What follows belongs to an exercise in optimizing a design on an open flow for small area and a short achievable clock period; a production flow would make more cautious choices.
The RTL was checked by simulation tests, not by an equivalence proof against the original design.
No activity file was given, so power comes from the tool's default toggle rates.

==> design/flow/design.v <==
module Decoder_Unit (
  input wire [1:0]ALU_FUN,
  output reg Arith_Enable,
  output reg Logic_Enable,
  output reg CMP_Enable,
  output reg Shift_Enable
  );
  always @(*)
    begin
      case(ALU_FUN)
        2'b00: {Arith_Enable, Logic_Enable, CMP_Enable, Shift_Enable} = 4'b1000;
        2'b01: {Arith_Enable, Logic_Enable, CMP_Enable, Shift_Enable} = 4'b0100;
        2'b10: {Arith_Enable, Logic_Enable, CMP_Enable, Shift_Enable} = 4'b0010;
        2'b11: {Arith_Enable, Logic_Enable, CMP_Enable, Shift_Enable} = 4'b0001;
        default: {Arith_Enable, Logic_Enable, CMP_Enable, Shift_Enable} = 4'b0000;
      endcase
    end
  endmodule
module ARITHMETIC_UNIT (
  input  wire [15:0] A,
  input  wire [15:0] B,
  input  wire [1:0]  ALU_FUN,
  input  wire        CLK,
  input  wire        RST,
  input  wire        Arith_Enable,
  output reg  [31:0] Arith_OUT,
  output reg         Carry_OUT,
  output reg         Arith_flag
);
wire [16:0] ax = {A[15], A};
wire bn0 = B[1];
wire bo0 = B[0] ^ 1'b0;
wire bt0 = (B[1] & ~B[0] & ~1'b0) | (~B[1] & B[0] & 1'b0);
wire [16:0] pp0;
assign pp0[0] = ((bo0 & ax[0]) | (bt0 & 1'b0)) ^ bn0;
assign pp0[1] = ((bo0 & ax[1]) | (bt0 & ax[0])) ^ bn0;
assign pp0[2] = ((bo0 & ax[2]) | (bt0 & ax[1])) ^ bn0;
assign pp0[3] = ((bo0 & ax[3]) | (bt0 & ax[2])) ^ bn0;
assign pp0[4] = ((bo0 & ax[4]) | (bt0 & ax[3])) ^ bn0;
assign pp0[5] = ((bo0 & ax[5]) | (bt0 & ax[4])) ^ bn0;
assign pp0[6] = ((bo0 & ax[6]) | (bt0 & ax[5])) ^ bn0;
assign pp0[7] = ((bo0 & ax[7]) | (bt0 & ax[6])) ^ bn0;
assign pp0[8] = ((bo0 & ax[8]) | (bt0 & ax[7])) ^ bn0;
assign pp0[9] = ((bo0 & ax[9]) | (bt0 & ax[8])) ^ bn0;
assign pp0[10] = ((bo0 & ax[10]) | (bt0 & ax[9])) ^ bn0;
assign pp0[11] = ((bo0 & ax[11]) | (bt0 & ax[10])) ^ bn0;
assign pp0[12] = ((bo0 & ax[12]) | (bt0 & ax[11])) ^ bn0;
assign pp0[13] = ((bo0 & ax[13]) | (bt0 & ax[12])) ^ bn0;
assign pp0[14] = ((bo0 & ax[14]) | (bt0 & ax[13])) ^ bn0;
assign pp0[15] = ((bo0 & ax[15]) | (bt0 & ax[14])) ^ bn0;
assign pp0[16] = ((bo0 & ax[16]) | (bt0 & ax[15])) ^ bn0;
wire bn1 = B[3];
wire bo1 = B[2] ^ B[1];
wire bt1 = (B[3] & ~B[2] & ~B[1]) | (~B[3] & B[2] & B[1]);
wire [16:0] pp1;
assign pp1[0] = ((bo1 & ax[0]) | (bt1 & 1'b0)) ^ bn1;
assign pp1[1] = ((bo1 & ax[1]) | (bt1 & ax[0])) ^ bn1;
assign pp1[2] = ((bo1 & ax[2]) | (bt1 & ax[1])) ^ bn1;
assign pp1[3] = ((bo1 & ax[3]) | (bt1 & ax[2])) ^ bn1;
assign pp1[4] = ((bo1 & ax[4]) | (bt1 & ax[3])) ^ bn1;
assign pp1[5] = ((bo1 & ax[5]) | (bt1 & ax[4])) ^ bn1;
assign pp1[6] = ((bo1 & ax[6]) | (bt1 & ax[5])) ^ bn1;
assign pp1[7] = ((bo1 & ax[7]) | (bt1 & ax[6])) ^ bn1;
assign pp1[8] = ((bo1 & ax[8]) | (bt1 & ax[7])) ^ bn1;
assign pp1[9] = ((bo1 & ax[9]) | (bt1 & ax[8])) ^ bn1;
assign pp1[10] = ((bo1 & ax[10]) | (bt1 & ax[9])) ^ bn1;
assign pp1[11] = ((bo1 & ax[11]) | (bt1 & ax[10])) ^ bn1;
assign pp1[12] = ((bo1 & ax[12]) | (bt1 & ax[11])) ^ bn1;
assign pp1[13] = ((bo1 & ax[13]) | (bt1 & ax[12])) ^ bn1;
assign pp1[14] = ((bo1 & ax[14]) | (bt1 & ax[13])) ^ bn1;
assign pp1[15] = ((bo1 & ax[15]) | (bt1 & ax[14])) ^ bn1;
assign pp1[16] = ((bo1 & ax[16]) | (bt1 & ax[15])) ^ bn1;
wire bn2 = B[5];
wire bo2 = B[4] ^ B[3];
wire bt2 = (B[5] & ~B[4] & ~B[3]) | (~B[5] & B[4] & B[3]);
wire [16:0] pp2;
assign pp2[0] = ((bo2 & ax[0]) | (bt2 & 1'b0)) ^ bn2;
assign pp2[1] = ((bo2 & ax[1]) | (bt2 & ax[0])) ^ bn2;
assign pp2[2] = ((bo2 & ax[2]) | (bt2 & ax[1])) ^ bn2;
assign pp2[3] = ((bo2 & ax[3]) | (bt2 & ax[2])) ^ bn2;
assign pp2[4] = ((bo2 & ax[4]) | (bt2 & ax[3])) ^ bn2;
assign pp2[5] = ((bo2 & ax[5]) | (bt2 & ax[4])) ^ bn2;
assign pp2[6] = ((bo2 & ax[6]) | (bt2 & ax[5])) ^ bn2;
assign pp2[7] = ((bo2 & ax[7]) | (bt2 & ax[6])) ^ bn2;
assign pp2[8] = ((bo2 & ax[8]) | (bt2 & ax[7])) ^ bn2;
assign pp2[9] = ((bo2 & ax[9]) | (bt2 & ax[8])) ^ bn2;
assign pp2[10] = ((bo2 & ax[10]) | (bt2 & ax[9])) ^ bn2;
assign pp2[11] = ((bo2 & ax[11]) | (bt2 & ax[10])) ^ bn2;
assign pp2[12] = ((bo2 & ax[12]) | (bt2 & ax[11])) ^ bn2;
assign pp2[13] = ((bo2 & ax[13]) | (bt2 & ax[12])) ^ bn2;
assign pp2[14] = ((bo2 & ax[14]) | (bt2 & ax[13])) ^ bn2;
assign pp2[15] = ((bo2 & ax[15]) | (bt2 & ax[14])) ^ bn2;
assign pp2[16] = ((bo2 & ax[16]) | (bt2 & ax[15])) ^ bn2;
wire bn3 = B[7];
wire bo3 = B[6] ^ B[5];
wire bt3 = (B[7] & ~B[6] & ~B[5]) | (~B[7] & B[6] & B[5]);
wire [16:0] pp3;
assign pp3[0] = ((bo3 & ax[0]) | (bt3 & 1'b0)) ^ bn3;
assign pp3[1] = ((bo3 & ax[1]) | (bt3 & ax[0])) ^ bn3;
assign pp3[2] = ((bo3 & ax[2]) | (bt3 & ax[1])) ^ bn3;
assign pp3[3] = ((bo3 & ax[3]) | (bt3 & ax[2])) ^ bn3;
assign pp3[4] = ((bo3 & ax[4]) | (bt3 & ax[3])) ^ bn3;
assign pp3[5] = ((bo3 & ax[5]) | (bt3 & ax[4])) ^ bn3;
assign pp3[6] = ((bo3 & ax[6]) | (bt3 & ax[5])) ^ bn3;
assign pp3[7] = ((bo3 & ax[7]) | (bt3 & ax[6])) ^ bn3;
assign pp3[8] = ((bo3 & ax[8]) | (bt3 & ax[7])) ^ bn3;
assign pp3[9] = ((bo3 & ax[9]) | (bt3 & ax[8])) ^ bn3;
assign pp3[10] = ((bo3 & ax[10]) | (bt3 & ax[9])) ^ bn3;
assign pp3[11] = ((bo3 & ax[11]) | (bt3 & ax[10])) ^ bn3;
assign pp3[12] = ((bo3 & ax[12]) | (bt3 & ax[11])) ^ bn3;
assign pp3[13] = ((bo3 & ax[13]) | (bt3 & ax[12])) ^ bn3;
assign pp3[14] = ((bo3 & ax[14]) | (bt3 & ax[13])) ^ bn3;
assign pp3[15] = ((bo3 & ax[15]) | (bt3 & ax[14])) ^ bn3;
assign pp3[16] = ((bo3 & ax[16]) | (bt3 & ax[15])) ^ bn3;
wire bn4 = B[9];
wire bo4 = B[8] ^ B[7];
wire bt4 = (B[9] & ~B[8] & ~B[7]) | (~B[9] & B[8] & B[7]);
wire [16:0] pp4;
assign pp4[0] = ((bo4 & ax[0]) | (bt4 & 1'b0)) ^ bn4;
assign pp4[1] = ((bo4 & ax[1]) | (bt4 & ax[0])) ^ bn4;
assign pp4[2] = ((bo4 & ax[2]) | (bt4 & ax[1])) ^ bn4;
assign pp4[3] = ((bo4 & ax[3]) | (bt4 & ax[2])) ^ bn4;
assign pp4[4] = ((bo4 & ax[4]) | (bt4 & ax[3])) ^ bn4;
assign pp4[5] = ((bo4 & ax[5]) | (bt4 & ax[4])) ^ bn4;
assign pp4[6] = ((bo4 & ax[6]) | (bt4 & ax[5])) ^ bn4;
assign pp4[7] = ((bo4 & ax[7]) | (bt4 & ax[6])) ^ bn4;
assign pp4[8] = ((bo4 & ax[8]) | (bt4 & ax[7])) ^ bn4;
assign pp4[9] = ((bo4 & ax[9]) | (bt4 & ax[8])) ^ bn4;
assign pp4[10] = ((bo4 & ax[10]) | (bt4 & ax[9])) ^ bn4;
assign pp4[11] = ((bo4 & ax[11]) | (bt4 & ax[10])) ^ bn4;
assign pp4[12] = ((bo4 & ax[12]) | (bt4 & ax[11])) ^ bn4;
assign pp4[13] = ((bo4 & ax[13]) | (bt4 & ax[12])) ^ bn4;
assign pp4[14] = ((bo4 & ax[14]) | (bt4 & ax[13])) ^ bn4;
assign pp4[15] = ((bo4 & ax[15]) | (bt4 & ax[14])) ^ bn4;
assign pp4[16] = ((bo4 & ax[16]) | (bt4 & ax[15])) ^ bn4;
wire bn5 = B[11];
wire bo5 = B[10] ^ B[9];
wire bt5 = (B[11] & ~B[10] & ~B[9]) | (~B[11] & B[10] & B[9]);
wire [16:0] pp5;
assign pp5[0] = ((bo5 & ax[0]) | (bt5 & 1'b0)) ^ bn5;
assign pp5[1] = ((bo5 & ax[1]) | (bt5 & ax[0])) ^ bn5;
assign pp5[2] = ((bo5 & ax[2]) | (bt5 & ax[1])) ^ bn5;
assign pp5[3] = ((bo5 & ax[3]) | (bt5 & ax[2])) ^ bn5;
assign pp5[4] = ((bo5 & ax[4]) | (bt5 & ax[3])) ^ bn5;
assign pp5[5] = ((bo5 & ax[5]) | (bt5 & ax[4])) ^ bn5;
assign pp5[6] = ((bo5 & ax[6]) | (bt5 & ax[5])) ^ bn5;
assign pp5[7] = ((bo5 & ax[7]) | (bt5 & ax[6])) ^ bn5;
assign pp5[8] = ((bo5 & ax[8]) | (bt5 & ax[7])) ^ bn5;
assign pp5[9] = ((bo5 & ax[9]) | (bt5 & ax[8])) ^ bn5;
assign pp5[10] = ((bo5 & ax[10]) | (bt5 & ax[9])) ^ bn5;
assign pp5[11] = ((bo5 & ax[11]) | (bt5 & ax[10])) ^ bn5;
assign pp5[12] = ((bo5 & ax[12]) | (bt5 & ax[11])) ^ bn5;
assign pp5[13] = ((bo5 & ax[13]) | (bt5 & ax[12])) ^ bn5;
assign pp5[14] = ((bo5 & ax[14]) | (bt5 & ax[13])) ^ bn5;
assign pp5[15] = ((bo5 & ax[15]) | (bt5 & ax[14])) ^ bn5;
assign pp5[16] = ((bo5 & ax[16]) | (bt5 & ax[15])) ^ bn5;
wire bn6 = B[13];
wire bo6 = B[12] ^ B[11];
wire bt6 = (B[13] & ~B[12] & ~B[11]) | (~B[13] & B[12] & B[11]);
wire [16:0] pp6;
assign pp6[0] = ((bo6 & ax[0]) | (bt6 & 1'b0)) ^ bn6;
assign pp6[1] = ((bo6 & ax[1]) | (bt6 & ax[0])) ^ bn6;
assign pp6[2] = ((bo6 & ax[2]) | (bt6 & ax[1])) ^ bn6;
assign pp6[3] = ((bo6 & ax[3]) | (bt6 & ax[2])) ^ bn6;
assign pp6[4] = ((bo6 & ax[4]) | (bt6 & ax[3])) ^ bn6;
assign pp6[5] = ((bo6 & ax[5]) | (bt6 & ax[4])) ^ bn6;
assign pp6[6] = ((bo6 & ax[6]) | (bt6 & ax[5])) ^ bn6;
assign pp6[7] = ((bo6 & ax[7]) | (bt6 & ax[6])) ^ bn6;
assign pp6[8] = ((bo6 & ax[8]) | (bt6 & ax[7])) ^ bn6;
assign pp6[9] = ((bo6 & ax[9]) | (bt6 & ax[8])) ^ bn6;
assign pp6[10] = ((bo6 & ax[10]) | (bt6 & ax[9])) ^ bn6;
assign pp6[11] = ((bo6 & ax[11]) | (bt6 & ax[10])) ^ bn6;
assign pp6[12] = ((bo6 & ax[12]) | (bt6 & ax[11])) ^ bn6;
assign pp6[13] = ((bo6 & ax[13]) | (bt6 & ax[12])) ^ bn6;
assign pp6[14] = ((bo6 & ax[14]) | (bt6 & ax[13])) ^ bn6;
assign pp6[15] = ((bo6 & ax[15]) | (bt6 & ax[14])) ^ bn6;
assign pp6[16] = ((bo6 & ax[16]) | (bt6 & ax[15])) ^ bn6;
wire bn7 = B[15];
wire bo7 = B[14] ^ B[13];
wire bt7 = (B[15] & ~B[14] & ~B[13]) | (~B[15] & B[14] & B[13]);
wire [16:0] pp7;
assign pp7[0] = ((bo7 & ax[0]) | (bt7 & 1'b0)) ^ bn7;
assign pp7[1] = ((bo7 & ax[1]) | (bt7 & ax[0])) ^ bn7;
assign pp7[2] = ((bo7 & ax[2]) | (bt7 & ax[1])) ^ bn7;
assign pp7[3] = ((bo7 & ax[3]) | (bt7 & ax[2])) ^ bn7;
assign pp7[4] = ((bo7 & ax[4]) | (bt7 & ax[3])) ^ bn7;
assign pp7[5] = ((bo7 & ax[5]) | (bt7 & ax[4])) ^ bn7;
assign pp7[6] = ((bo7 & ax[6]) | (bt7 & ax[5])) ^ bn7;
assign pp7[7] = ((bo7 & ax[7]) | (bt7 & ax[6])) ^ bn7;
assign pp7[8] = ((bo7 & ax[8]) | (bt7 & ax[7])) ^ bn7;
assign pp7[9] = ((bo7 & ax[9]) | (bt7 & ax[8])) ^ bn7;
assign pp7[10] = ((bo7 & ax[10]) | (bt7 & ax[9])) ^ bn7;
assign pp7[11] = ((bo7 & ax[11]) | (bt7 & ax[10])) ^ bn7;
assign pp7[12] = ((bo7 & ax[12]) | (bt7 & ax[11])) ^ bn7;
assign pp7[13] = ((bo7 & ax[13]) | (bt7 & ax[12])) ^ bn7;
assign pp7[14] = ((bo7 & ax[14]) | (bt7 & ax[13])) ^ bn7;
assign pp7[15] = ((bo7 & ax[15]) | (bt7 & ax[14])) ^ bn7;
assign pp7[16] = ((bo7 & ax[16]) | (bt7 & ax[15])) ^ bn7;
wire hs1 = pp0[10] ^ pp1[8];
wire hc2 = pp0[10] & pp1[8];
wire hs3 = pp0[11] ^ pp1[9];
wire hc4 = pp0[11] & pp1[9];
wire fs5 = pp0[12] ^ pp1[10] ^ pp2[8];
wire fc6 = (pp0[12] & pp1[10]) | (pp0[12] & pp2[8]) | (pp1[10] & pp2[8]);
wire hs7 = pp3[6] ^ pp4[4];
wire hc8 = pp3[6] & pp4[4];
wire fs9 = pp0[13] ^ pp1[11] ^ pp2[9];
wire fc10 = (pp0[13] & pp1[11]) | (pp0[13] & pp2[9]) | (pp1[11] & pp2[9]);
wire hs11 = pp3[7] ^ pp4[5];
wire hc12 = pp3[7] & pp4[5];
wire fs13 = pp0[14] ^ pp1[12] ^ pp2[10];
wire fc14 = (pp0[14] & pp1[12]) | (pp0[14] & pp2[10]) | (pp1[12] & pp2[10]);
wire fs15 = pp3[8] ^ pp4[6] ^ pp5[4];
wire fc16 = (pp3[8] & pp4[6]) | (pp3[8] & pp5[4]) | (pp4[6] & pp5[4]);
wire hs17 = pp6[2] ^ pp7[0];
wire hc18 = pp6[2] & pp7[0];
wire fs19 = pp0[15] ^ pp1[13] ^ pp2[11];
wire fc20 = (pp0[15] & pp1[13]) | (pp0[15] & pp2[11]) | (pp1[13] & pp2[11]);
wire fs21 = pp3[9] ^ pp4[7] ^ pp5[5];
wire fc22 = (pp3[9] & pp4[7]) | (pp3[9] & pp5[5]) | (pp4[7] & pp5[5]);
wire hs23 = pp6[3] ^ pp7[1];
wire hc24 = pp6[3] & pp7[1];
wire fs25 = ~pp0[16] ^ pp1[14] ^ pp2[12];
wire fc26 = (~pp0[16] & pp1[14]) | (~pp0[16] & pp2[12]) | (pp1[14] & pp2[12]);
wire fs27 = pp3[10] ^ pp4[8] ^ pp5[6];
wire fc28 = (pp3[10] & pp4[8]) | (pp3[10] & pp5[6]) | (pp4[8] & pp5[6]);
wire fs29 = pp6[4] ^ pp7[2] ^ 1'b1;
wire fc30 = (pp6[4] & pp7[2]) | (pp6[4] & 1'b1) | (pp7[2] & 1'b1);
wire fs31 = pp1[15] ^ pp2[13] ^ pp3[11];
wire fc32 = (pp1[15] & pp2[13]) | (pp1[15] & pp3[11]) | (pp2[13] & pp3[11]);
wire fs33 = pp4[9] ^ pp5[7] ^ pp6[5];
wire fc34 = (pp4[9] & pp5[7]) | (pp4[9] & pp6[5]) | (pp5[7] & pp6[5]);
wire hs35 = pp7[3] ^ 1'b1;
wire hc36 = pp7[3] & 1'b1;
wire fs37 = ~pp1[16] ^ pp2[14] ^ pp3[12];
wire fc38 = (~pp1[16] & pp2[14]) | (~pp1[16] & pp3[12]) | (pp2[14] & pp3[12]);
wire fs39 = pp4[10] ^ pp5[8] ^ pp6[6];
wire fc40 = (pp4[10] & pp5[8]) | (pp4[10] & pp6[6]) | (pp5[8] & pp6[6]);
wire fs41 = pp2[15] ^ pp3[13] ^ pp4[11];
wire fc42 = (pp2[15] & pp3[13]) | (pp2[15] & pp4[11]) | (pp3[13] & pp4[11]);
wire hs43 = pp5[9] ^ pp6[7];
wire hc44 = pp5[9] & pp6[7];
wire fs45 = ~pp2[16] ^ pp3[14] ^ pp4[12];
wire fc46 = (~pp2[16] & pp3[14]) | (~pp2[16] & pp4[12]) | (pp3[14] & pp4[12]);
wire hs47 = pp3[15] ^ pp4[13];
wire hc48 = pp3[15] & pp4[13];
wire hs49 = pp0[6] ^ pp1[4];
wire hc50 = pp0[6] & pp1[4];
wire hs51 = pp0[7] ^ pp1[5];
wire hc52 = pp0[7] & pp1[5];
wire fs53 = pp0[8] ^ pp1[6] ^ pp2[4];
wire fc54 = (pp0[8] & pp1[6]) | (pp0[8] & pp2[4]) | (pp1[6] & pp2[4]);
wire hs55 = pp3[2] ^ pp4[0];
wire hc56 = pp3[2] & pp4[0];
wire fs57 = pp0[9] ^ pp1[7] ^ pp2[5];
wire fc58 = (pp0[9] & pp1[7]) | (pp0[9] & pp2[5]) | (pp1[7] & pp2[5]);
wire hs59 = pp3[3] ^ pp4[1];
wire hc60 = pp3[3] & pp4[1];
wire fs61 = pp2[6] ^ pp3[4] ^ pp4[2];
wire fc62 = (pp2[6] & pp3[4]) | (pp2[6] & pp4[2]) | (pp3[4] & pp4[2]);
wire fs63 = pp5[0] ^ bn5 ^ hs1;
wire fc64 = (pp5[0] & bn5) | (pp5[0] & hs1) | (bn5 & hs1);
wire fs65 = pp2[7] ^ pp3[5] ^ pp4[3];
wire fc66 = (pp2[7] & pp3[5]) | (pp2[7] & pp4[3]) | (pp3[5] & pp4[3]);
wire fs67 = pp5[1] ^ hc2 ^ hs3;
wire fc68 = (pp5[1] & hc2) | (pp5[1] & hs3) | (hc2 & hs3);
wire fs69 = pp5[2] ^ pp6[0] ^ bn6;
wire fc70 = (pp5[2] & pp6[0]) | (pp5[2] & bn6) | (pp6[0] & bn6);
wire fs71 = hc4 ^ fs5 ^ hs7;
wire fc72 = (hc4 & fs5) | (hc4 & hs7) | (fs5 & hs7);
wire fs73 = pp5[3] ^ pp6[1] ^ fc6;
wire fc74 = (pp5[3] & pp6[1]) | (pp5[3] & fc6) | (pp6[1] & fc6);
wire fs75 = hc8 ^ fs9 ^ hs11;
wire fc76 = (hc8 & fs9) | (hc8 & hs11) | (fs9 & hs11);
wire fs77 = bn7 ^ fc10 ^ hc12;
wire fc78 = (bn7 & fc10) | (bn7 & hc12) | (fc10 & hc12);
wire fs79 = fs13 ^ fs15 ^ hs17;
wire fc80 = (fs13 & fs15) | (fs13 & hs17) | (fs15 & hs17);
wire fs81 = fc14 ^ fc16 ^ hc18;
wire fc82 = (fc14 & fc16) | (fc14 & hc18) | (fc16 & hc18);
wire fs83 = fs19 ^ fs21 ^ hs23;
wire fc84 = (fs19 & fs21) | (fs19 & hs23) | (fs21 & hs23);
wire fs85 = fc20 ^ fc22 ^ hc24;
wire fc86 = (fc20 & fc22) | (fc20 & hc24) | (fc22 & hc24);
wire fs87 = fs25 ^ fs27 ^ fs29;
wire fc88 = (fs25 & fs27) | (fs25 & fs29) | (fs27 & fs29);
wire fs89 = fc26 ^ fc28 ^ fc30;
wire fc90 = (fc26 & fc28) | (fc26 & fc30) | (fc28 & fc30);
wire fs91 = fs31 ^ fs33 ^ hs35;
wire fc92 = (fs31 & fs33) | (fs31 & hs35) | (fs33 & hs35);
wire fs93 = pp7[4] ^ fc32 ^ fc34;
wire fc94 = (pp7[4] & fc32) | (pp7[4] & fc34) | (fc32 & fc34);
wire fs95 = hc36 ^ fs37 ^ fs39;
wire fc96 = (hc36 & fs37) | (hc36 & fs39) | (fs37 & fs39);
wire fs97 = pp7[5] ^ 1'b1 ^ fc38;
wire fc98 = (pp7[5] & 1'b1) | (pp7[5] & fc38) | (1'b1 & fc38);
wire fs99 = fc40 ^ fs41 ^ hs43;
wire fc100 = (fc40 & fs41) | (fc40 & hs43) | (fs41 & hs43);
wire fs101 = pp5[10] ^ pp6[8] ^ pp7[6];
wire fc102 = (pp5[10] & pp6[8]) | (pp5[10] & pp7[6]) | (pp6[8] & pp7[6]);
wire fs103 = fc42 ^ hc44 ^ fs45;
wire fc104 = (fc42 & hc44) | (fc42 & fs45) | (hc44 & fs45);
wire fs105 = pp5[11] ^ pp6[9] ^ pp7[7];
wire fc106 = (pp5[11] & pp6[9]) | (pp5[11] & pp7[7]) | (pp6[9] & pp7[7]);
wire fs107 = 1'b1 ^ fc46 ^ hs47;
wire fc108 = (1'b1 & fc46) | (1'b1 & hs47) | (fc46 & hs47);
wire fs109 = ~pp3[16] ^ pp4[14] ^ pp5[12];
wire fc110 = (~pp3[16] & pp4[14]) | (~pp3[16] & pp5[12]) | (pp4[14] & pp5[12]);
wire fs111 = pp6[10] ^ pp7[8] ^ hc48;
wire fc112 = (pp6[10] & pp7[8]) | (pp6[10] & hc48) | (pp7[8] & hc48);
wire fs113 = pp4[15] ^ pp5[13] ^ pp6[11];
wire fc114 = (pp4[15] & pp5[13]) | (pp4[15] & pp6[11]) | (pp5[13] & pp6[11]);
wire hs115 = pp7[9] ^ 1'b1;
wire hc116 = pp7[9] & 1'b1;
wire fs117 = ~pp4[16] ^ pp5[14] ^ pp6[12];
wire fc118 = (~pp4[16] & pp5[14]) | (~pp4[16] & pp6[12]) | (pp5[14] & pp6[12]);
wire hs119 = pp5[15] ^ pp6[13];
wire hc120 = pp5[15] & pp6[13];
wire hs121 = pp0[4] ^ pp1[2];
wire hc122 = pp0[4] & pp1[2];
wire hs123 = pp0[5] ^ pp1[3];
wire hc124 = pp0[5] & pp1[3];
wire fs125 = pp2[2] ^ pp3[0] ^ bn3;
wire fc126 = (pp2[2] & pp3[0]) | (pp2[2] & bn3) | (pp3[0] & bn3);
wire fs127 = pp2[3] ^ pp3[1] ^ hc50;
wire fc128 = (pp2[3] & pp3[1]) | (pp2[3] & hc50) | (pp3[1] & hc50);
wire fs129 = bn4 ^ hc52 ^ fs53;
wire fc130 = (bn4 & hc52) | (bn4 & fs53) | (hc52 & fs53);
wire fs131 = fc54 ^ hc56 ^ fs57;
wire fc132 = (fc54 & hc56) | (fc54 & fs57) | (hc56 & fs57);
wire fs133 = fc58 ^ hc60 ^ fs61;
wire fc134 = (fc58 & hc60) | (fc58 & fs61) | (hc60 & fs61);
wire fs135 = fc62 ^ fc64 ^ fs65;
wire fc136 = (fc62 & fc64) | (fc62 & fs65) | (fc64 & fs65);
wire fs137 = fc66 ^ fc68 ^ fs69;
wire fc138 = (fc66 & fc68) | (fc66 & fs69) | (fc68 & fs69);
wire fs139 = fc70 ^ fc72 ^ fs73;
wire fc140 = (fc70 & fc72) | (fc70 & fs73) | (fc72 & fs73);
wire fs141 = fc74 ^ fc76 ^ fs77;
wire fc142 = (fc74 & fc76) | (fc74 & fs77) | (fc76 & fs77);
wire fs143 = fc78 ^ fc80 ^ fs81;
wire fc144 = (fc78 & fc80) | (fc78 & fs81) | (fc80 & fs81);
wire fs145 = fc82 ^ fc84 ^ fs85;
wire fc146 = (fc82 & fc84) | (fc82 & fs85) | (fc84 & fs85);
wire fs147 = fc86 ^ fc88 ^ fs89;
wire fc148 = (fc86 & fc88) | (fc86 & fs89) | (fc88 & fs89);
wire fs149 = fc90 ^ fc92 ^ fs93;
wire fc150 = (fc90 & fc92) | (fc90 & fs93) | (fc92 & fs93);
wire fs151 = fc94 ^ fc96 ^ fs97;
wire fc152 = (fc94 & fc96) | (fc94 & fs97) | (fc96 & fs97);
wire fs153 = fc98 ^ fc100 ^ fs101;
wire fc154 = (fc98 & fc100) | (fc98 & fs101) | (fc100 & fs101);
wire fs155 = fc102 ^ fc104 ^ fs105;
wire fc156 = (fc102 & fc104) | (fc102 & fs105) | (fc104 & fs105);
wire fs157 = fc106 ^ fc108 ^ fs109;
wire fc158 = (fc106 & fc108) | (fc106 & fs109) | (fc108 & fs109);
wire fs159 = fc110 ^ fc112 ^ fs113;
wire fc160 = (fc110 & fc112) | (fc110 & fs113) | (fc112 & fs113);
wire fs161 = pp7[10] ^ fc114 ^ hc116;
wire fc162 = (pp7[10] & fc114) | (pp7[10] & hc116) | (fc114 & hc116);
wire fs163 = pp7[11] ^ 1'b1 ^ fc118;
wire fc164 = (pp7[11] & 1'b1) | (pp7[11] & fc118) | (1'b1 & fc118);
wire fs165 = ~pp5[16] ^ pp6[14] ^ pp7[12];
wire fc166 = (~pp5[16] & pp6[14]) | (~pp5[16] & pp7[12]) | (pp6[14] & pp7[12]);
wire hs167 = pp6[15] ^ pp7[13];
wire hc168 = pp6[15] & pp7[13];
wire hs169 = pp0[2] ^ pp1[0];
wire hc170 = pp0[2] & pp1[0];
wire hs171 = pp0[3] ^ pp1[1];
wire hc172 = pp0[3] & pp1[1];
wire fs173 = pp2[0] ^ bn2 ^ hs121;
wire fc174 = (pp2[0] & bn2) | (pp2[0] & hs121) | (bn2 & hs121);
wire fs175 = pp2[1] ^ hc122 ^ hs123;
wire fc176 = (pp2[1] & hc122) | (pp2[1] & hs123) | (hc122 & hs123);
wire fs177 = hs49 ^ hc124 ^ fs125;
wire fc178 = (hs49 & hc124) | (hs49 & fs125) | (hc124 & fs125);
wire fs179 = hs51 ^ fc126 ^ fs127;
wire fc180 = (hs51 & fc126) | (hs51 & fs127) | (fc126 & fs127);
wire fs181 = hs55 ^ fc128 ^ fs129;
wire fc182 = (hs55 & fc128) | (hs55 & fs129) | (fc128 & fs129);
wire fs183 = hs59 ^ fc130 ^ fs131;
wire fc184 = (hs59 & fc130) | (hs59 & fs131) | (fc130 & fs131);
wire fs185 = fs63 ^ fc132 ^ fs133;
wire fc186 = (fs63 & fc132) | (fs63 & fs133) | (fc132 & fs133);
wire fs187 = fs67 ^ fc134 ^ fs135;
wire fc188 = (fs67 & fc134) | (fs67 & fs135) | (fc134 & fs135);
wire fs189 = fs71 ^ fc136 ^ fs137;
wire fc190 = (fs71 & fc136) | (fs71 & fs137) | (fc136 & fs137);
wire fs191 = fs75 ^ fc138 ^ fs139;
wire fc192 = (fs75 & fc138) | (fs75 & fs139) | (fc138 & fs139);
wire fs193 = fs79 ^ fc140 ^ fs141;
wire fc194 = (fs79 & fc140) | (fs79 & fs141) | (fc140 & fs141);
wire fs195 = fs83 ^ fc142 ^ fs143;
wire fc196 = (fs83 & fc142) | (fs83 & fs143) | (fc142 & fs143);
wire fs197 = fs87 ^ fc144 ^ fs145;
wire fc198 = (fs87 & fc144) | (fs87 & fs145) | (fc144 & fs145);
wire fs199 = fs91 ^ fc146 ^ fs147;
wire fc200 = (fs91 & fc146) | (fs91 & fs147) | (fc146 & fs147);
wire fs201 = fs95 ^ fc148 ^ fs149;
wire fc202 = (fs95 & fc148) | (fs95 & fs149) | (fc148 & fs149);
wire fs203 = fs99 ^ fc150 ^ fs151;
wire fc204 = (fs99 & fc150) | (fs99 & fs151) | (fc150 & fs151);
wire fs205 = fs103 ^ fc152 ^ fs153;
wire fc206 = (fs103 & fc152) | (fs103 & fs153) | (fc152 & fs153);
wire fs207 = fs107 ^ fc154 ^ fs155;
wire fc208 = (fs107 & fc154) | (fs107 & fs155) | (fc154 & fs155);
wire fs209 = fs111 ^ fc156 ^ fs157;
wire fc210 = (fs111 & fc156) | (fs111 & fs157) | (fc156 & fs157);
wire fs211 = hs115 ^ fc158 ^ fs159;
wire fc212 = (hs115 & fc158) | (hs115 & fs159) | (fc158 & fs159);
wire fs213 = fs117 ^ fc160 ^ fs161;
wire fc214 = (fs117 & fc160) | (fs117 & fs161) | (fc160 & fs161);
wire fs215 = hs119 ^ fc162 ^ fs163;
wire fc216 = (hs119 & fc162) | (hs119 & fs163) | (fc162 & fs163);
wire fs217 = hc120 ^ fc164 ^ fs165;
wire fc218 = (hc120 & fc164) | (hc120 & fs165) | (fc164 & fs165);
wire fs219 = 1'b1 ^ fc166 ^ hs167;
wire fc220 = (1'b1 & fc166) | (1'b1 & hs167) | (fc166 & hs167);
wire fs221 = ~pp6[16] ^ pp7[14] ^ hc168;
wire fc222 = (~pp6[16] & pp7[14]) | (~pp6[16] & hc168) | (pp7[14] & hc168);
wire hs223 = pp7[15] ^ 1'b1;
wire hc224 = pp7[15] & 1'b1;
wire [31:0] mx, my;
assign mx[0] = pp0[0]; assign my[0] = bn0;
assign mx[1] = pp0[1]; assign my[1] = 1'b0;
assign mx[2] = bn1; assign my[2] = hs169;
assign mx[3] = hc170; assign my[3] = hs171;
assign mx[4] = hc172; assign my[4] = fs173;
assign mx[5] = fc174; assign my[5] = fs175;
assign mx[6] = fc176; assign my[6] = fs177;
assign mx[7] = fc178; assign my[7] = fs179;
assign mx[8] = fc180; assign my[8] = fs181;
assign mx[9] = fc182; assign my[9] = fs183;
assign mx[10] = fc184; assign my[10] = fs185;
assign mx[11] = fc186; assign my[11] = fs187;
assign mx[12] = fc188; assign my[12] = fs189;
assign mx[13] = fc190; assign my[13] = fs191;
assign mx[14] = fc192; assign my[14] = fs193;
assign mx[15] = fc194; assign my[15] = fs195;
assign mx[16] = fc196; assign my[16] = fs197;
assign mx[17] = fc198; assign my[17] = fs199;
assign mx[18] = fc200; assign my[18] = fs201;
assign mx[19] = fc202; assign my[19] = fs203;
assign mx[20] = fc204; assign my[20] = fs205;
assign mx[21] = fc206; assign my[21] = fs207;
assign mx[22] = fc208; assign my[22] = fs209;
assign mx[23] = fc210; assign my[23] = fs211;
assign mx[24] = fc212; assign my[24] = fs213;
assign mx[25] = fc214; assign my[25] = fs215;
assign mx[26] = fc216; assign my[26] = fs217;
assign mx[27] = fc218; assign my[27] = fs219;
assign mx[28] = fc220; assign my[28] = fs221;
assign mx[29] = fc222; assign my[29] = hs223;
assign mx[30] = ~pp7[16]; assign my[30] = hc224;
assign mx[31] = 1'b1; assign my[31] = 1'b0;
wire [32:0] mc; assign mc[0] = 1'b0;
wire [31:0] prod;
assign prod[0] = mx[0] ^ my[0] ^ mc[0];
assign mc[1] = (mx[0] & my[0]) | (mx[0] & mc[0]) | (my[0] & mc[0]);
assign prod[1] = mx[1] ^ my[1] ^ mc[1];
assign mc[2] = (mx[1] & my[1]) | (mx[1] & mc[1]) | (my[1] & mc[1]);
assign prod[2] = mx[2] ^ my[2] ^ mc[2];
assign mc[3] = (mx[2] & my[2]) | (mx[2] & mc[2]) | (my[2] & mc[2]);
assign prod[3] = mx[3] ^ my[3] ^ mc[3];
assign mc[4] = (mx[3] & my[3]) | (mx[3] & mc[3]) | (my[3] & mc[3]);
assign prod[4] = mx[4] ^ my[4] ^ mc[4];
assign mc[5] = (mx[4] & my[4]) | (mx[4] & mc[4]) | (my[4] & mc[4]);
assign prod[5] = mx[5] ^ my[5] ^ mc[5];
assign mc[6] = (mx[5] & my[5]) | (mx[5] & mc[5]) | (my[5] & mc[5]);
assign prod[6] = mx[6] ^ my[6] ^ mc[6];
assign mc[7] = (mx[6] & my[6]) | (mx[6] & mc[6]) | (my[6] & mc[6]);
assign prod[7] = mx[7] ^ my[7] ^ mc[7];
assign mc[8] = (mx[7] & my[7]) | (mx[7] & mc[7]) | (my[7] & mc[7]);
assign prod[8] = mx[8] ^ my[8] ^ mc[8];
assign mc[9] = (mx[8] & my[8]) | (mx[8] & mc[8]) | (my[8] & mc[8]);
assign prod[9] = mx[9] ^ my[9] ^ mc[9];
assign mc[10] = (mx[9] & my[9]) | (mx[9] & mc[9]) | (my[9] & mc[9]);
assign prod[10] = mx[10] ^ my[10] ^ mc[10];
assign mc[11] = (mx[10] & my[10]) | (mx[10] & mc[10]) | (my[10] & mc[10]);
assign prod[11] = mx[11] ^ my[11] ^ mc[11];
assign mc[12] = (mx[11] & my[11]) | (mx[11] & mc[11]) | (my[11] & mc[11]);
assign prod[12] = mx[12] ^ my[12] ^ mc[12];
assign mc[13] = (mx[12] & my[12]) | (mx[12] & mc[12]) | (my[12] & mc[12]);
assign prod[13] = mx[13] ^ my[13] ^ mc[13];
assign mc[14] = (mx[13] & my[13]) | (mx[13] & mc[13]) | (my[13] & mc[13]);
assign prod[14] = mx[14] ^ my[14] ^ mc[14];
assign mc[15] = (mx[14] & my[14]) | (mx[14] & mc[14]) | (my[14] & mc[14]);
assign prod[15] = mx[15] ^ my[15] ^ mc[15];
assign mc[16] = (mx[15] & my[15]) | (mx[15] & mc[15]) | (my[15] & mc[15]);
assign prod[16] = mx[16] ^ my[16] ^ mc[16];
assign mc[17] = (mx[16] & my[16]) | (mx[16] & mc[16]) | (my[16] & mc[16]);
assign prod[17] = mx[17] ^ my[17] ^ mc[17];
assign mc[18] = (mx[17] & my[17]) | (mx[17] & mc[17]) | (my[17] & mc[17]);
assign prod[18] = mx[18] ^ my[18] ^ mc[18];
assign mc[19] = (mx[18] & my[18]) | (mx[18] & mc[18]) | (my[18] & mc[18]);
assign prod[19] = mx[19] ^ my[19] ^ mc[19];
assign mc[20] = (mx[19] & my[19]) | (mx[19] & mc[19]) | (my[19] & mc[19]);
assign prod[20] = mx[20] ^ my[20] ^ mc[20];
assign mc[21] = (mx[20] & my[20]) | (mx[20] & mc[20]) | (my[20] & mc[20]);
assign prod[21] = mx[21] ^ my[21] ^ mc[21];
assign mc[22] = (mx[21] & my[21]) | (mx[21] & mc[21]) | (my[21] & mc[21]);
assign prod[22] = mx[22] ^ my[22] ^ mc[22];
assign mc[23] = (mx[22] & my[22]) | (mx[22] & mc[22]) | (my[22] & mc[22]);
assign prod[23] = mx[23] ^ my[23] ^ mc[23];
assign mc[24] = (mx[23] & my[23]) | (mx[23] & mc[23]) | (my[23] & mc[23]);
assign prod[24] = mx[24] ^ my[24] ^ mc[24];
assign mc[25] = (mx[24] & my[24]) | (mx[24] & mc[24]) | (my[24] & mc[24]);
assign prod[25] = mx[25] ^ my[25] ^ mc[25];
assign mc[26] = (mx[25] & my[25]) | (mx[25] & mc[25]) | (my[25] & mc[25]);
assign prod[26] = mx[26] ^ my[26] ^ mc[26];
assign mc[27] = (mx[26] & my[26]) | (mx[26] & mc[26]) | (my[26] & mc[26]);
assign prod[27] = mx[27] ^ my[27] ^ mc[27];
assign mc[28] = (mx[27] & my[27]) | (mx[27] & mc[27]) | (my[27] & mc[27]);
assign prod[28] = mx[28] ^ my[28] ^ mc[28];
assign mc[29] = (mx[28] & my[28]) | (mx[28] & mc[28]) | (my[28] & mc[28]);
assign prod[29] = mx[29] ^ my[29] ^ mc[29];
assign mc[30] = (mx[29] & my[29]) | (mx[29] & mc[29]) | (my[29] & mc[29]);
assign prod[30] = mx[30] ^ my[30] ^ mc[30];
assign mc[31] = (mx[30] & my[30]) | (mx[30] & mc[30]) | (my[30] & mc[30]);
assign prod[31] = mx[31] ^ my[31] ^ mc[31];
assign mc[32] = (mx[31] & my[31]) | (mx[31] & mc[31]) | (my[31] & mc[31]);
wire sa = A[15];
wire sb = B[15];
wire [15:0] ua = sa ? (~A + 16'd1) : A;
wire [15:0] y = B ^ {16{~sb}};    
wire cin = ~sb;
wire [15:0] q;
wire [15:0] r16 = ua;
wire hz15 = sb ? ((&B[15:1]) & (|B[0:0])) : ~(|B[15:1]);
wire [1:0] d15 = {1'b0, r16[15:15]} + {1'b0, y[0:0]} + {1'd0, cin};
wire co15 = d15[1];
assign q[15] = hz15 & co15;
wire [15:0] r15 = {q[15] ? d15[0:0] : r16[15:15], r16[14:0]};
wire hz14 = sb ? ((&B[15:2]) & (|B[1:0])) : ~(|B[15:2]);
wire [2:0] d14 = {1'b0, r15[15:14]} + {1'b0, y[1:0]} + {2'd0, cin};
wire co14 = d14[2];
assign q[14] = hz14 & co14;
wire [15:0] r14 = {q[14] ? d14[1:0] : r15[15:14], r15[13:0]};
wire hz13 = sb ? ((&B[15:3]) & (|B[2:0])) : ~(|B[15:3]);
wire [3:0] d13 = {1'b0, r14[15:13]} + {1'b0, y[2:0]} + {3'd0, cin};
wire co13 = d13[3];
assign q[13] = hz13 & co13;
wire [15:0] r13 = {q[13] ? d13[2:0] : r14[15:13], r14[12:0]};
wire hz12 = sb ? ((&B[15:4]) & (|B[3:0])) : ~(|B[15:4]);
wire [4:0] d12 = {1'b0, r13[15:12]} + {1'b0, y[3:0]} + {4'd0, cin};
wire co12 = d12[4];
assign q[12] = hz12 & co12;
wire [15:0] r12 = {q[12] ? d12[3:0] : r13[15:12], r13[11:0]};
wire hz11 = sb ? ((&B[15:5]) & (|B[4:0])) : ~(|B[15:5]);
wire [5:0] d11 = {1'b0, r12[15:11]} + {1'b0, y[4:0]} + {5'd0, cin};
wire co11 = d11[5];
assign q[11] = hz11 & co11;
wire [15:0] r11 = {q[11] ? d11[4:0] : r12[15:11], r12[10:0]};
wire hz10 = sb ? ((&B[15:6]) & (|B[5:0])) : ~(|B[15:6]);
wire [6:0] d10 = {1'b0, r11[15:10]} + {1'b0, y[5:0]} + {6'd0, cin};
wire co10 = d10[6];
assign q[10] = hz10 & co10;
wire [15:0] r10 = {q[10] ? d10[5:0] : r11[15:10], r11[9:0]};
wire hz9 = sb ? ((&B[15:7]) & (|B[6:0])) : ~(|B[15:7]);
wire [7:0] d9 = {1'b0, r10[15:9]} + {1'b0, y[6:0]} + {7'd0, cin};
wire co9 = d9[7];
assign q[9] = hz9 & co9;
wire [15:0] r9 = {q[9] ? d9[6:0] : r10[15:9], r10[8:0]};
wire hz8 = sb ? ((&B[15:8]) & (|B[7:0])) : ~(|B[15:8]);
wire [8:0] d8 = {1'b0, r9[15:8]} + {1'b0, y[7:0]} + {8'd0, cin};
wire co8 = d8[8];
assign q[8] = hz8 & co8;
wire [15:0] r8 = {q[8] ? d8[7:0] : r9[15:8], r9[7:0]};
wire hz7 = sb ? ((&B[15:9]) & (|B[8:0])) : ~(|B[15:9]);
wire [9:0] d7 = {1'b0, r8[15:7]} + {1'b0, y[8:0]} + {9'd0, cin};
wire co7 = d7[9];
assign q[7] = hz7 & co7;
wire [15:0] r7 = {q[7] ? d7[8:0] : r8[15:7], r8[6:0]};
wire hz6 = sb ? ((&B[15:10]) & (|B[9:0])) : ~(|B[15:10]);
wire [10:0] d6 = {1'b0, r7[15:6]} + {1'b0, y[9:0]} + {10'd0, cin};
wire co6 = d6[10];
assign q[6] = hz6 & co6;
wire [15:0] r6 = {q[6] ? d6[9:0] : r7[15:6], r7[5:0]};
wire hz5 = sb ? ((&B[15:11]) & (|B[10:0])) : ~(|B[15:11]);
wire [11:0] d5 = {1'b0, r6[15:5]} + {1'b0, y[10:0]} + {11'd0, cin};
wire co5 = d5[11];
assign q[5] = hz5 & co5;
wire [15:0] r5 = {q[5] ? d5[10:0] : r6[15:5], r6[4:0]};
wire hz4 = sb ? ((&B[15:12]) & (|B[11:0])) : ~(|B[15:12]);
wire [12:0] d4 = {1'b0, r5[15:4]} + {1'b0, y[11:0]} + {12'd0, cin};
wire co4 = d4[12];
assign q[4] = hz4 & co4;
wire [15:0] r4 = {q[4] ? d4[11:0] : r5[15:4], r5[3:0]};
wire hz3 = sb ? ((&B[15:13]) & (|B[12:0])) : ~(|B[15:13]);
wire [13:0] d3 = {1'b0, r4[15:3]} + {1'b0, y[12:0]} + {13'd0, cin};
wire co3 = d3[13];
assign q[3] = hz3 & co3;
wire [15:0] r3 = {q[3] ? d3[12:0] : r4[15:3], r4[2:0]};
wire hz2 = sb ? ((&B[15:14]) & (|B[13:0])) : ~(|B[15:14]);
wire [14:0] d2 = {1'b0, r3[15:2]} + {1'b0, y[13:0]} + {14'd0, cin};
wire co2 = d2[14];
assign q[2] = hz2 & co2;
wire [15:0] r2 = {q[2] ? d2[13:0] : r3[15:2], r3[1:0]};
wire hz1 = sb ? ((&B[15:15]) & (|B[14:0])) : ~(|B[15:15]);
wire [15:0] d1 = {1'b0, r2[15:1]} + {1'b0, y[14:0]} + {15'd0, cin};
wire co1 = d1[15];
assign q[1] = hz1 & co1;
wire [15:0] r1 = {q[1] ? d1[14:0] : r2[15:1], r2[0:0]};
wire hz0 = 1'b1;
wire [16:0] d0 = {1'b0, r1[15:0]} + {1'b0, y[15:0]} + {16'd0, cin};
wire co0 = d0[16];
assign q[0] = hz0 & co0;
wire [15:0] r0 = q[0] ? d0[15:0] : r1;
wire bz = ~|B;
wire [16:0] quo = (sa ^ sb) ? (~{1'b0, q} + 17'd1) : {1'b0, q};
wire [16:0] as = {A[15], A} + ({B[15], B} ^ {17{ALU_FUN[0]}}) + {16'd0, ALU_FUN[0]};
wire [31:0] res = ALU_FUN[1] ? (ALU_FUN[0] ? ({{15{quo[16]}}, quo} & {32{~bz}}) : prod)
                            : {{15{as[16]}}, as};
always @(posedge CLK or negedge RST)
begin
  if (!RST)
    begin
      Arith_OUT  <= 32'd0;
      Arith_flag <= 1'b0;
      Carry_OUT  <= 1'b0;
    end
  else
    begin
      Arith_OUT  <= Arith_Enable ? res : 32'd0;
      Carry_OUT  <= Arith_Enable & res[31];
      Arith_flag <= Arith_Enable;
    end
end
endmodule
module LOGIC_UNIT
  #(parameter WIDTH = 16) 
  (
  input wire signed [WIDTH - 1 : 0] A, B,
  input wire [1:0] ALU_FUN,
  input CLK,
  input RST,
  input Logic_Enable,
  output reg signed [WIDTH - 1 : 0] Logic_OUT,
  output reg  Logic_Flag
  );
reg signed [WIDTH - 1 : 0] Logic_OUT_comb;
reg Logic_Flag_comb;
always @(posedge CLK or negedge RST)
begin
  if (!RST)
    begin
      Logic_OUT <= 'b0;
      Logic_Flag <= 1'b0;
    end
  else
    begin
      Logic_OUT <= Logic_OUT_comb;
      Logic_Flag <= Logic_Flag_comb;
    end
end
always @(*)
begin
  Logic_Flag_comb = 1'b0;
  Logic_OUT_comb = 'b0;
  if(Logic_Enable)
    begin
      case(ALU_FUN)
        2'b00: 
            begin
                Logic_OUT_comb = A & B;
                Logic_Flag_comb = 1'b1;          
            end
        2'b01: 
            begin
                Logic_OUT_comb = A | B;
                Logic_Flag_comb = 1'b1; 
            end
        2'b10: 
            begin
                Logic_OUT_comb = ~(A & B);
                Logic_Flag_comb = 1'b1; 
            end
        2'b11: 
            begin
                Logic_OUT_comb = ~(A | B);
                Logic_Flag_comb = 1'b1;           
            end      
        default: 
                begin
                  Logic_Flag_comb = 1'b0;
                  Logic_OUT_comb = 'b0;
                end
      endcase
    end
    else
        begin
            Logic_Flag_comb = 1'b0;
            Logic_OUT_comb = 'b0;
        end
end
endmodule
module CMP_UNIT
#(parameter WIDTH = 16)
(
  input wire signed [WIDTH - 1 : 0] A, B,
  input wire [1:0] ALU_FUN,
  input wire CLK, RST,
  input wire CMP_Enable,
  output reg [1:0]CMP_OUT,
  output reg CMP_Flag
);
reg [1:0]CMP_OUT_comb;
reg CMP_Flag_comb;
always @(posedge CLK or negedge RST)
  begin
    if(!RST)
      begin
        CMP_OUT <= 1'b0;
        CMP_Flag <= 1'b0;
      end
    else
      begin
        CMP_OUT <= CMP_OUT_comb;
        CMP_Flag <= CMP_Flag_comb;
      end
  end
  always @(*)
    begin
      CMP_OUT_comb = 1'b0;
      CMP_Flag_comb = 1'b0;
      if (CMP_Enable)
        begin
          case(ALU_FUN)
            2'b00:
                begin
                  CMP_OUT_comb = 1'b0;
                  CMP_Flag_comb = 1'b1;            
                end
            2'b01:
                begin
                  CMP_OUT_comb = (A == B)? 1: 0 ;
                  CMP_Flag_comb = 1'b1;
                end
            2'b10:
                begin
                  CMP_OUT_comb = (A > B)? 2: 0 ;
                  CMP_Flag_comb = 1'b1;
                end
            2'b11:
                begin
                  CMP_OUT_comb = (A < B)? 3 : 0 ;
                  CMP_Flag_comb = 1'b1;                  
                end
            default: 
                begin
                  CMP_OUT_comb = 1'b0;
                  CMP_Flag_comb = 1'b0;                    
                end                              
          endcase
        end
      else
        begin
          CMP_OUT_comb = 1'b0;
          CMP_Flag_comb = 1'b0;
        end
    end
  endmodule
module SHIFT_UNIT 
#(parameter WIDTH = 16)
(
  input wire signed [WIDTH - 1 : 0] A, B,
  input wire [1:0] ALU_FUN,
  input CLK,
  input RST,
  input Shift_Enable,
  output reg signed [WIDTH - 1 : 0] SHIFT_OUT,
  output reg  SHIFT_Flag
);
reg signed [WIDTH - 1 : 0] SHIFT_OUT_comb;
reg SHIFT_Flag_comb;
always @(posedge CLK or negedge RST)
begin
  if (!RST)
    begin
      SHIFT_OUT <= 'b0;
      SHIFT_Flag <= 1'b0;
    end
  else
    begin
      SHIFT_OUT <= SHIFT_OUT_comb;
      SHIFT_Flag <= SHIFT_Flag_comb;
    end
end
always @(*)
begin
      SHIFT_OUT_comb = 'b0;
      SHIFT_Flag_comb = 1'b0;
  if(Shift_Enable)
    begin
      case(ALU_FUN)      
        2'b00:
             begin
                SHIFT_OUT_comb = A >> 1;
                SHIFT_Flag_comb = 1'b1;
             end
        2'b01:
             begin
                SHIFT_OUT_comb = A << 1;
                SHIFT_Flag_comb = 1'b1;            
             end
        2'b10:
             begin
                SHIFT_OUT_comb = B >> 1;
                SHIFT_Flag_comb = 1'b1;             
             end                    
        2'b11:
              begin
                SHIFT_OUT_comb = B << 1;
                SHIFT_Flag_comb = 1'b1;
              end   
        default:
              begin
                SHIFT_OUT_comb = 'b0;
                SHIFT_Flag_comb = 1'b0;
              end        
      endcase
    end
else
  begin
          SHIFT_OUT_comb = 'b0;
          SHIFT_Flag_comb = 1'b0;
  end
end
endmodule
module ALU_TOP
#(parameter WIDTH = 16)
(
  input wire [WIDTH - 1 : 0]A, B,
  input wire [3 : 0]ALU_FUN,
  input wire CLK, RST,
  output wire [2*WIDTH - 1 : 0]Arith_OUT,
  output wire Carry_OUT,
  output wire Arith_Flag,
  output wire [WIDTH - 1 : 0]Logic_OUT,
  output wire Logic_Flag,
  output wire [1:0]CMP_OUT,
  output wire CMP_Flag,
  output wire [WIDTH - 1 : 0]SHIFT_OUT,
  output wire SHIFT_Flag
);
wire Arth_enable, Logic_enable, CMP_enable, shft_enable;
Decoder_Unit decoder (
  .ALU_FUN(ALU_FUN[3:2]),
  .Arith_Enable(Arth_enable),
  .Logic_Enable(Logic_enable),
  .CMP_Enable(CMP_enable),
  .Shift_Enable(shft_enable)
  );
ARITHMETIC_UNIT arth_unit (
        .A(A),
        .B(B),
        .ALU_FUN(ALU_FUN[1:0]),
        .CLK(CLK),
        .RST(RST),
        .Arith_Enable(Arth_enable),
        .Arith_OUT(Arith_OUT),
        .Carry_OUT(Carry_OUT),
        .Arith_flag(Arith_Flag)
);
LOGIC_UNIT #(.WIDTH(WIDTH)) logic_unit (
  .A(A),
  .B(B),
  .ALU_FUN(ALU_FUN[1:0]),
  .CLK(CLK),
  .RST(RST),
  .Logic_Enable(Logic_enable),
  .Logic_OUT(Logic_OUT),
  .Logic_Flag(Logic_Flag)
);
CMP_UNIT #(.WIDTH(WIDTH)) cmp_unit(
  .A(A),
  .B(B),
  .ALU_FUN(ALU_FUN[1 : 0]),
  .CLK(CLK),
  .RST(RST),
  .CMP_Enable(CMP_enable),
  .CMP_OUT(CMP_OUT),
  .CMP_Flag(CMP_Flag)
);
SHIFT_UNIT #(.WIDTH(WIDTH)) shft_unit (
  .A(A),
  .B(B),
  .ALU_FUN(ALU_FUN[1:0]),
  .CLK(CLK),
  .RST(RST),
  .Shift_Enable(shft_enable),
  .SHIFT_OUT(SHIFT_OUT),
  .SHIFT_Flag(SHIFT_Flag)
);
endmodule
==> design/flow/run.sh <==
#!/bin/bash
# synth_recipe.tcl (not shown) runs the flow's synth.tcl, then flattens the netlist and writes it again
# the make line also repeats each setting of config.mk as NAME=value (left out here)
make -C /OpenROAD-flow-scripts/flow DESIGN_CONFIG=/design/flow/config.mk WORK_HOME=/design/flow/orfs CLKGATE_MAP_FILE= SYNTH_SCRIPT=/design/flow/synth_recipe.tcl finish
==> design/flow/config.mk <==
export PLATFORM = sky130hd
export DESIGN_NAME = ALU_TOP
export DESIGN_NICKNAME = ALU_TOP
export VERILOG_FILES = /design/flow/design.v
export SDC_FILE = /design/flow/constraint.sdc
export NUM_CORES = 4
export LEC_CHECK = 0
export CAP_MARGIN = 20
export CORE_MARGIN = 2
export CORE_UTILIZATION = 40
export SLEW_MARGIN = 20
==> design/flow/constraint.sdc <==
create_clock -name core_clock -period 110.0 [get_ports {CLK}]
set_input_delay 22.0000 -clock core_clock [delete_from_list [all_inputs] [get_ports {CLK}]]
set_output_delay 22.0000 -clock core_clock [all_outputs]
set_load 0.01 [all_outputs]
==> notes.md <==
outcome -> no timing/DRC/antenna violations
RSZ-0062 raised after global routing -> no
largest net degree at the start of global routing -> 82
fill cell count -> 4794
DP HPWL -> 55.2 mm
die area -> 50500 µm²
PwrDens -> 17.3 nW/µm²
Routed WL per cell -> 23.5 µm
total CTS buffers -> 9
first-pass GRT wire length -> 111 mm
HP Class -> input port to asynchronous set/reset pin
Die W -> 225 µm
Setup CP Type -> input port to flip-flop
Ys Warns -> 5
Final Max Tran Viols -> 0
vias in the first global route -> 18300
Worst Path Required -> 110220 ps
routed wire length -> 73.1 mm
final period utilization -> 53.0%
final setup vio count -> 0
Critical Path Sink Type -> flip-flop
Post-synth EDFFs -> 0
f_max -> 17.1 MHz
Setup TNS -> 0 ps
Worst path most repeated cell -> ha_1
total power draw -> 0.000373 W
largest stage delay on the critical path -> 770 ps
IO Port Bufs -> 108
Crit-path slowest cell -> a2111oi_1
root buf cell -> clkbuf_16
most frequent cells in the layout -> inv_1, ha_1, xnor2_1
critical path arrival -> 58540 ps
metal3 WL -> 6.20 mm
CP startpoint kind -> input port
Area Overhead vs Synth -> 10.4%
Clock Sinks -> 70
H-tree Lvls -> 3
wl on met1 -> 31.4 mm
Hold Slack -> 21530 ps
met2 WL -> 32.7 mm
share of post-route cells with drive strength above 1 -> 7.15%
post-detailed-route count of antenna-violating nets -> 0
antenna fix cells -> 0
register area share after synthesis -> 8.98%
Tmin final -> 58320 ps
count of cell types in the netlist -> 91
Max Used Layer -> met4
max cap viols -> 0
placed cells -> 3090
total global routing overflow -> 0
via/cell ratio -> 6.12
initial antenna violation count -> 0
Post-synth top flop -> dfrtp_1
nets -> 2877
Detailed Route Iter0 Violations -> 2118
Setup WS pre-CTS -> 51760 ps
synthesized instance count -> 2448
post-CTS setup buffer count -> 0
RePlAce Congestion -> 0.969
asr flop ratio synth -> 100%
Static Leak -> 9.72 nW
Fin. Hold Viols -> 0
DRT Pass-1 Iters -> 5
Ports -> 109
post-cts sizing count -> 0
Starting Density -> 40.7%
Worst-Margin Slew -> 972 ps
GRT Util Overall -> 28.8%
core box area -> 47900 µm²
slew margin rel. -> 33.5%
area of the mapped netlist -> 19500 µm²
TritonCTS clock tree -> yes
# rows -> 80
fin cells -> 3106
clock-pin slew on the worst setup and hold paths -> 70 ps
hold buffer count at cts -> 0
CP Max Fanout -> 24
Die Y -> 225 µm
register bit total from synthesis -> 70
most common cell after layout, fill and taps aside -> inv_1
syn avg cell area -> 7.97 µm²
Syn Nets -> 2838
DR vias -> 19000
worst setup margin -> 51680 ps
CTS Buffer Depth -> 2
DR DRC count -> 0
Worst IR Drop VDD -> 16.2 µV
critical path: cells and delay by family:
kind,cells,cell delay [ps]
AO/OA/AOI/OAI,66,18370
XOR/XNOR,6,1520
adder cells (fa/ha/maj),17,5830
buffers and inverters,10,2710
multiplexers,5,1970
AND/OR/NAND/NOR,27,6020
final cells by class:
cell class                 count  area [µm²]  share of cell area (%)
clock inverter                 6        63.8                   0.296
inverter                     268        1010                    4.67
timing repair buffer         172        1540                    7.15
tap                          615         769                    3.57
clock buffer                   9         225                    1.05
multi-input combinational   1966       16200                    75.1
sequential                    70        1750                    8.13
report_power, final:
group | switching (W) | total (W) | internal (W)
Clock | 0.0000129 | 0.0000303 | 0.0000174
Combinational | 0.000186 | 0.000312 | 0.000126
Sequential | 0.00000125 | 0.0000304 | 0.0000292
Total | 0.000200 | 0.000373 | 0.000173
logic make-up (layout without fill, tap and decap cells):
family,Yosys count,in the layout,share of synthesized area (%)
xor gates and xnor gates,271,271,12.2
buffers and inverters,412,455,8.14
muxes,65,65,4.23
AOI/OAI and AO/OA,673,673,23.7
and+or+nand+nor,605,605,15.3
DFF,70,70,8.98
adders and majority gates,352,352,27.4
per-stage QoR:
step	utilization [%]	cell area [µm²]
after CTS	44.9	21500
after global routing	44.9	21500
after global placement	44.3	21200
after detailed placement	44.3	21200
final	44.9	21500
after floorplan	-	19500
worst paths after layout:
kind / end / depth (start not counted) / slack (ps) / from
setup / recovery: arth_unit.Arith_OUT[30] / 131 / 51680 / B[5]
hold / removal: arth_unit.Arith_OUT[14] / 1 / 21530 / RST
max in group asynchronous: arth_unit.Arith_OUT[23] / 2 / 87490 / RST
min in group core_clock: arth_unit.Arith_OUT[10] / 3 / 22040 / ALU_FUN[1]
Yosys cell counts (7+ instances only):
master | number | share of area [%]
o21ai_0 | 116 | 3.0
or2_2 | 19 | 0.61
a22oi_1 | 107 | 4.1
or4_1 | 9 | 0.35
and2_1 | 24 | 0.77
mux2_2 | 30 | 1.7
inv_1 | 261 | 5.0
nand4_1 | 15 | 0.48
xor2_1 | 46 | 2.1
or3_1 | 21 | 0.67
o221ai_1 | 10 | 0.45
a211oi_1 | 17 | 0.65
nand3_1 | 44 | 1.1
o21a_1 | 42 | 1.6
nor2_1 | 135 | 2.6
a21oi_1 | 123 | 3.2
fa_1 | 126 | 13
a21o_1 | 35 | 1.3
o211ai_1 | 31 | 1.2
o31ai_1 | 13 | 0.50
a21boi_0 | 10 | 0.38
mux2i_1 | 24 | 1.2
buf_2 | 12 | 0.31
o21ai_1 | 8 | 0.21
clkbuf_1 | 92 | 1.8
and3_1 | 17 | 0.55
dfrtp_1 | 70 | 9.0
nor2b_1 | 31 | 0.99
nor4_1 | 13 | 0.42
a31oi_1 | 28 | 0.90
mux4_2 | 11 | 1.3
o21bai_1 | 18 | 0.69
nand2_1 | 178 | 3.4
a211o_1 | 14 | 0.63
nor3_1 | 50 | 1.3
o22ai_1 | 9 | 0.29
xnor2_1 | 225 | 10
ha_1 | 226 | 14
a2111oi_0 | 7 | 0.31
o211a_1 | 10 | 0.51
nand2b_1 | 20 | 0.64
buf_1 | 35 | 0.67
registers in the layout, summed over array words and instances (netlist names):
signal,count
shft_unit.SHIFT_OUT,16
arth_unit.Arith_flag,1
cmp_unit.CMP_Flag,1
cmp_unit.CMP_OUT,2
logic_unit.Logic_OUT,16
shft_unit.SHIFT_Flag,1
logic_unit.Logic_Flag,1
arth_unit.Arith_OUT,32
per-layer routing:
| metal | GRT usage [%] | vias up |
|---|---|---|
| met5 | 0 | - |
| met4 | 11.3 | 0 |
| met3 | 3.89 | 131 |
| met2 | 45.6 | 939 |
| met1 | 39.8 | 9234 |
| li1 | - | 8690 |

==> static timing again, ports no longer ideal <==
Ports are ideal in the flow. The routed layout listed here was re-timed in OpenROAD.
Step 1 sets driving cells, clkbuf_16 on the clock port and buf_2 on the other inputs (assumed; they add their load-dependent delay and slew).
Step 2 adds t to the input delays and takes it off the output delays; t is the mean of the earliest and latest rising clock arrival at the registers after step 1. Input paths then give back, and output paths get back, about the clock's delay inside the block.
a / b / c = ideal / step 1 / step 2; a / b = the first two.
t (ns): 0.408
slack for setup (ns): 51.679 / 51.705 / 51.297
slew at the worst register clock pin (ns): 0.07 / 0.07
After both steps setup and hold are still met in this run. The setup slack of this run moves by +0.026 ns with the drivers and by -0.382 ns with both steps.
